Context: an optimization exercise on an open-source flow, tuned for small area and a short achievable clock period. The choices shown serve that exercise and are no tape-out recipe.
Where RTL was checked, it was by simulation tests only, not by an equivalence proof against the original.
No activity file was given, so power comes from the tool's default toggle rates.

==> flow/design.v <==
module ELM_log(
    input  [13:0] x0,
    output reg [3:0] k,
    output [6:0] w
    );
    wire [12:0] a = x0[12:0] ^ {13{x0[13]}};
    integer i;
    always @* begin
        k = 4'd0;
        for (i = 1; i < 13; i = i + 1)
            if (a[i]) k = i;
    end
    wire [18:0] ap = {2'b00, a, 4'b0000};
    assign w = (k[3:2] == 2'd0) ? ap[6:0] :
               (k[3:2] == 2'd1) ? ap[10:4] :
               (k[3:2] == 2'd2) ? ap[14:8] : ap[18:12];
endmodule
module ELM_frac(
    input  [6:0] w,
    input  [1:0] r,
    output [3:0] f
    );
    assign f = (r == 2'd0) ? w[3:0] :
               (r == 2'd1) ? w[4:1] :
               (r == 2'd2) ? w[5:2] : w[6:3];
endmodule
module ELM_add #(parameter N = 18) (
    input  [N-1:0] a,
    input  [N-1:0] b,
    input          cin,
    output [N-1:0] s
    );
    localparam L = 5;    
    wire [N:0] g0 = {a & b, cin};
    wire [N:0] p0 = {a ^ b, 1'b0};
    wire [N:0] g [0:L];
    wire [N:0] p [0:L];
    assign g[0] = g0;
    assign p[0] = p0;
    genvar l, i;
    generate
        for (l = 0; l < L; l = l + 1) begin : lvl
            for (i = 0; i <= N; i = i + 1) begin : bit_
                if ((i >> l) & 1) begin : op
                    localparam integer J = ((i >> l) << l) - 1;
                    assign g[l+1][i] = g[l][i] | (p[l][i] & g[l][J]);
                    assign p[l+1][i] = p[l][i] & p[l][J];
                end else begin : pass
                    assign g[l+1][i] = g[l][i];
                    assign p[l+1][i] = p[l][i];
                end
            end
        end
    endgenerate
    assign s = p0[N:1] ^ g[L][N-1:0];
endmodule
module ELM_csel(
    input  [17:0] a,
    input  [17:0] b,
    input         cin,
    output [17:0] s
    );
    wire [9:0] cl;       
    wire [9:0] c0, c1;   
    wire [8:0] s0, s1;
    assign cl[0] = cin;
    assign c0[0] = 1'b0;
    assign c1[0] = 1'b1;
    genvar i;
    generate
        for (i = 0; i < 9; i = i + 1) begin : rip
            assign s[i]    = a[i] ^ b[i] ^ cl[i];
            assign cl[i+1] = (a[i] & b[i]) | (cl[i] & (a[i] ^ b[i]));
            assign s0[i]   = a[i+9] ^ b[i+9] ^ c0[i];
            assign c0[i+1] = (a[i+9] & b[i+9]) | (c0[i] & (a[i+9] ^ b[i+9]));
            assign s1[i]   = a[i+9] ^ b[i+9] ^ c1[i];
            assign c1[i+1] = (a[i+9] & b[i+9]) | (c1[i] & (a[i+9] ^ b[i+9]));
        end
    endgenerate
    assign s[17:9] = cl[9] ? s1 : s0;
endmodule
module ELM_back(
    input  [15:0] x,
    input  [15:0] y,
    input  [3:0]  kx,
    input  [6:0]  wx,
    input  [3:0]  ky,
    input  [6:0]  wy,
    output [31:0] p
    );
    wire [3:0] fx, fy;
    ELM_frac frx(.w(wx), .r(kx[1:0]), .f(fx));
    ELM_frac fry(.w(wy), .r(ky[1:0]), .f(fy));
    wire s  = x[13] ^ y[13];
    wire nz = (x[13] | (|x[7:0])) & (y[13] | (|y[7:0]));
    wire sn = s & nz;    
    wire [4:0] fs = fx + fy;
    wire [4:0] ks = kx + ky;
    wire [5:0] m  = fs[4] ? {1'b1, fs[3:0], 1'b0} : {2'b01, fs[3:0]};
    wire [3:0] d0;
    wire [6:0] d1;
    genvar j, i;
    generate
        for (i = 0; i < 4; i = i + 1) begin : dec0
            assign d0[i] = (ks[1:0] == i);
        end
        for (i = 0; i < 7; i = i + 1) begin : dec1
            if (i < 6) assign d1[i] = nz & (ks[4:2] == i);
            else       assign d1[i] = nz & ks[4] & ks[3];
        end
    endgenerate
    wire [8:0] m1;       
    generate
        for (j = 0; j < 9; j = j + 1) begin : sh0
            wire [3:0] t;
            for (i = 0; i < 4; i = i + 1) begin : b
                if (j - i >= 0 && j - i <= 5)
                    assign t[i] = d0[i] & m[j - i];
                else
                    assign t[i] = 1'b0;
            end
            assign m1[j] = |t;
        end
    endgenerate
    wire [27:0] pabs;    
    assign pabs[27:26] = 2'b00;
    generate
        for (j = 0; j < 26; j = j + 1) begin : sh1
            wire [6:0] t;
            for (i = 0; i < 7; i = i + 1) begin : b
                if (j + 4 - 4*i >= 0 && j + 4 - 4*i <= (i == 6 ? 5 : 8))
                    assign t[i] = d1[i] & m1[j + 4 - 4*i];
                else
                    assign t[i] = 1'b0;
            end
            assign pabs[j] = |t;
        end
    endgenerate
    wire x_one = x[14] ^ x[13];
    wire x_two = (x[15] ^ x[14]) & ~x_one;
    wire y_one = y[14] ^ y[13];
    wire y_two = (y[15] ^ y[14]) & ~y_one;
    wire sf1 = x[15] & (x_one | x_two);
    wire sf0 = y[15] & (y_one | y_two);
    wire [16:0] ye = {y[15], y};
    wire [14:0] xe = {x[13], x[13:0]};
    wire [16:0] pp2 = ({17{x_one}} & ye | {17{x_two}} & {ye[15:0], 1'b0}) ^ {17{sf1}};
    wire [14:0] pp1 = ({15{y_one}} & xe | {15{y_two}} & {xe[13:0], 1'b0}) ^ {15{sf0}};
    wire [13:0] al = pabs[13:0] ^ {14{sn}};
    wire [13:0] z;       
    generate
        for (i = 0; i < 14; i = i + 1) begin : zlo
            if (i == 0) assign z[i] = 1'b1;
            else        assign z[i] = ~|al[i-1:0];
        end
    endgenerate
    assign p[13:0] = al ^ ({14{sf0}} & z);
    wire cin = sf0 & (sn | (|pabs[13:0]));
    wire [17:0] u;
    ELM_csel u_add(.a({pp2[16], pp2}), .b({{3{pp1[14]}}, pp1}), .cin(sf1), .s(u));
    wire [17:0] cs = {{4{sn}}, pabs[27:14] ^ {14{sn}}};
    wire [17:0] cc = u;
    ELM_add #(.N(18)) hi_add(.a(cs), .b(cc), .cin(cin), .s(p[31:14]));
endmodule
module ELM_Mitchw5(
    input  [15:0] x,
    input  [15:0] y,
    output [31:0] p
    );
    wire [3:0] kx, ky;
    wire [6:0] wx, wy;
    ELM_log  lx(.x0(x[13:0]), .k(kx), .w(wx));
    ELM_log  ly(.x0(y[13:0]), .k(ky), .w(wy));
    ELM_back b(.x(x), .y(y), .kx(kx), .wx(wx), .ky(ky), .wy(wy), .p(p));
endmodule
module mult_top(
    input clk,
    input  [15:0] x,
    input  [15:0] y,
    output reg [31:0] p_out
    );
    wire [3:0] kx_d, ky_d;
    wire [6:0] wx_d, wy_d;
    reg  [15:0] X_vec, Y_vec;
    reg  [3:0]  KX_vec, KY_vec;
    reg  [6:0]  WX_vec, WY_vec;
    ELM_log log_x(.x0(x[13:0]), .k(kx_d), .w(wx_d));
    ELM_log log_y(.x0(y[13:0]), .k(ky_d), .w(wy_d));
    wire [31:0] P_vec;
    ELM_back back(.x(X_vec), .y(Y_vec), .kx(KX_vec), .wx(WX_vec), .ky(KY_vec), .wy(WY_vec), .p(P_vec));
    always @(posedge clk)
    begin
        X_vec  <= x;
        Y_vec  <= y;
        KX_vec <= kx_d;
        WX_vec <= wx_d;
        KY_vec <= ky_d;
        WY_vec <= wy_d;
        p_out  <= P_vec;
    end
endmodule
clock: 10.0 ns
lec_check: 0
abc_area: 1
cap_margin: 20
core_margin: 2
core_utilization: 40
cts_buf_list: sky130_fd_sc_hd__clkbuf_4 sky130_fd_sc_hd__clkbuf_8
place_density: 0.6
slew_margin: 20
standard.sh (not shown) runs the stock make flow with config.mk's settings and CLKGATE_MAP_FILE= SYNTH_SCRIPT=/design/flow/synth_recipe.tcl, a recipe that flattens the netlist after the stock synthesis.
==> flow/flow/run.sh <==
#!/bin/bash
# Standard layout with three changes: no full/half-adder cells in synthesis
# (the adders are left as plain gates for abc), timing repair aimed at a
# tighter setup slack than the design's own settings allow, and the port
# buffers are plain buf_1 cells rather than delay buffers.
set -euo pipefail
export ADDER_MAP_FILE=
export SETUP_SLACK_MARGIN=6.0
export BUFFER_PORTS_ARGS="-buffer_cell sky130_fd_sc_hd__buf_1"
bash standard.sh > standard_flow.log 2>&1
Rerun with:
--- a/flow/design.v
+++ b/flow/design.v
@@ -54,29 +54,4 @@
     endgenerate
     assign s = p0[N:1] ^ g[L][N-1:0];
-endmodule
-module ELM_csel(
-    input  [17:0] a,
-    input  [17:0] b,
-    input         cin,
-    output [17:0] s
-    );
-    wire [9:0] cl;       
-    wire [9:0] c0, c1;   
-    wire [8:0] s0, s1;
-    assign cl[0] = cin;
-    assign c0[0] = 1'b0;
-    assign c1[0] = 1'b1;
-    genvar i;
-    generate
-        for (i = 0; i < 9; i = i + 1) begin : rip
-            assign s[i]    = a[i] ^ b[i] ^ cl[i];
-            assign cl[i+1] = (a[i] & b[i]) | (cl[i] & (a[i] ^ b[i]));
-            assign s0[i]   = a[i+9] ^ b[i+9] ^ c0[i];
-            assign c0[i+1] = (a[i+9] & b[i+9]) | (c0[i] & (a[i+9] ^ b[i+9]));
-            assign s1[i]   = a[i+9] ^ b[i+9] ^ c1[i];
-            assign c1[i+1] = (a[i+9] & b[i+9]) | (c1[i] & (a[i+9] ^ b[i+9]));
-        end
-    endgenerate
-    assign s[17:9] = cl[9] ? s1 : s0;
 endmodule
 module ELM_back(
@@ -157,8 +132,13 @@
     assign p[13:0] = al ^ ({14{sf0}} & z);
     wire cin = sf0 & (sn | (|pabs[13:0]));
-    wire [17:0] u;
-    ELM_csel u_add(.a({pp2[16], pp2}), .b({{3{pp1[14]}}, pp1}), .cin(sf1), .s(u));
-    wire [17:0] cs = {{4{sn}}, pabs[27:14] ^ {14{sn}}};
-    wire [17:0] cc = u;
+    wire [17:0] hb = {pp2[16], pp2};
+    wire [17:0] hc = {{3{pp1[14]}}, pp1};
+    wire [17:0] ph = {4'b0000, pabs[27:14]};
+    wire [17:0] ex = hb ^ hc ^ {18{sn}};
+    wire [17:0] eo = sn ? (hb & hc) : (hb | hc);    
+    wire [17:0] ea = sn ? (hb | hc) : (hb & hc);    
+    wire [17:0] cs = ph ^ ex;
+    wire [17:0] cy = (ph & eo) | (~ph & ea);
+    wire [17:0] cc = {cy[16:0], sf1};
     ELM_add #(.N(18)) hi_add(.a(cs), .b(cc), .cin(cin), .s(p[31:14]));
 endmodule
Worst setup slack improves by 0.23 ns.
Cell area came out lower by 3.8%.
Clock-buffer cell count increases by 1.
Sequential power went up by about 2%.
Total power went up by 2.1%.
Fmax grows by 6.4%.
Core utilization falls by 7.5 points.
Worst hold slack got worse by 0.12 ns.
Wire length went up by 4.1%.
Clock skew drops by 0.0059 ns.
Critical path depth is lower by 9.
Final cell count grows by 7.4%.
Global-route usage rises by 0.24 points.
No functional check of the RTL was part of the first run of this note.

[separate check: timing with driven ports]
No port has a modelled driver above. Below, the same layouts with a new extraction and two added sets of constraints.
Step 1: set_driving_cell puts a clkbuf_16 on clk and a buf_2 on each other input, an assumption about the parent block.
Step 2, shift: input delay + t, output delay - t, t = (earliest + latest rising clock arrival at the registers) / 2. This alone moves slack from input paths to output paths.
a / b / c = no drivers / after step 1 / after step 2; a / b = the first two.
| run | t (ns) | setup WS [ns] | worst hold slack (ns) | slew at the worst register clock pin (ns) |
|---|---|---|---|---|
| the first run | 0.411 | 6.113 / 6.113 / 5.868 | 0.842 / 0.842 / 0.842 | 0.11 / 0.11 |
| the second run | 0.419 | 6.347 / 6.347 / 5.965 | 0.725 / 0.725 / 0.725 | 0.10 / 0.10 |
After both steps setup and hold are still met in every run listed. For the second run, which loses most, drivers alone change the setup slack by 0.000 ns; drivers and shift together by -0.382 ns.
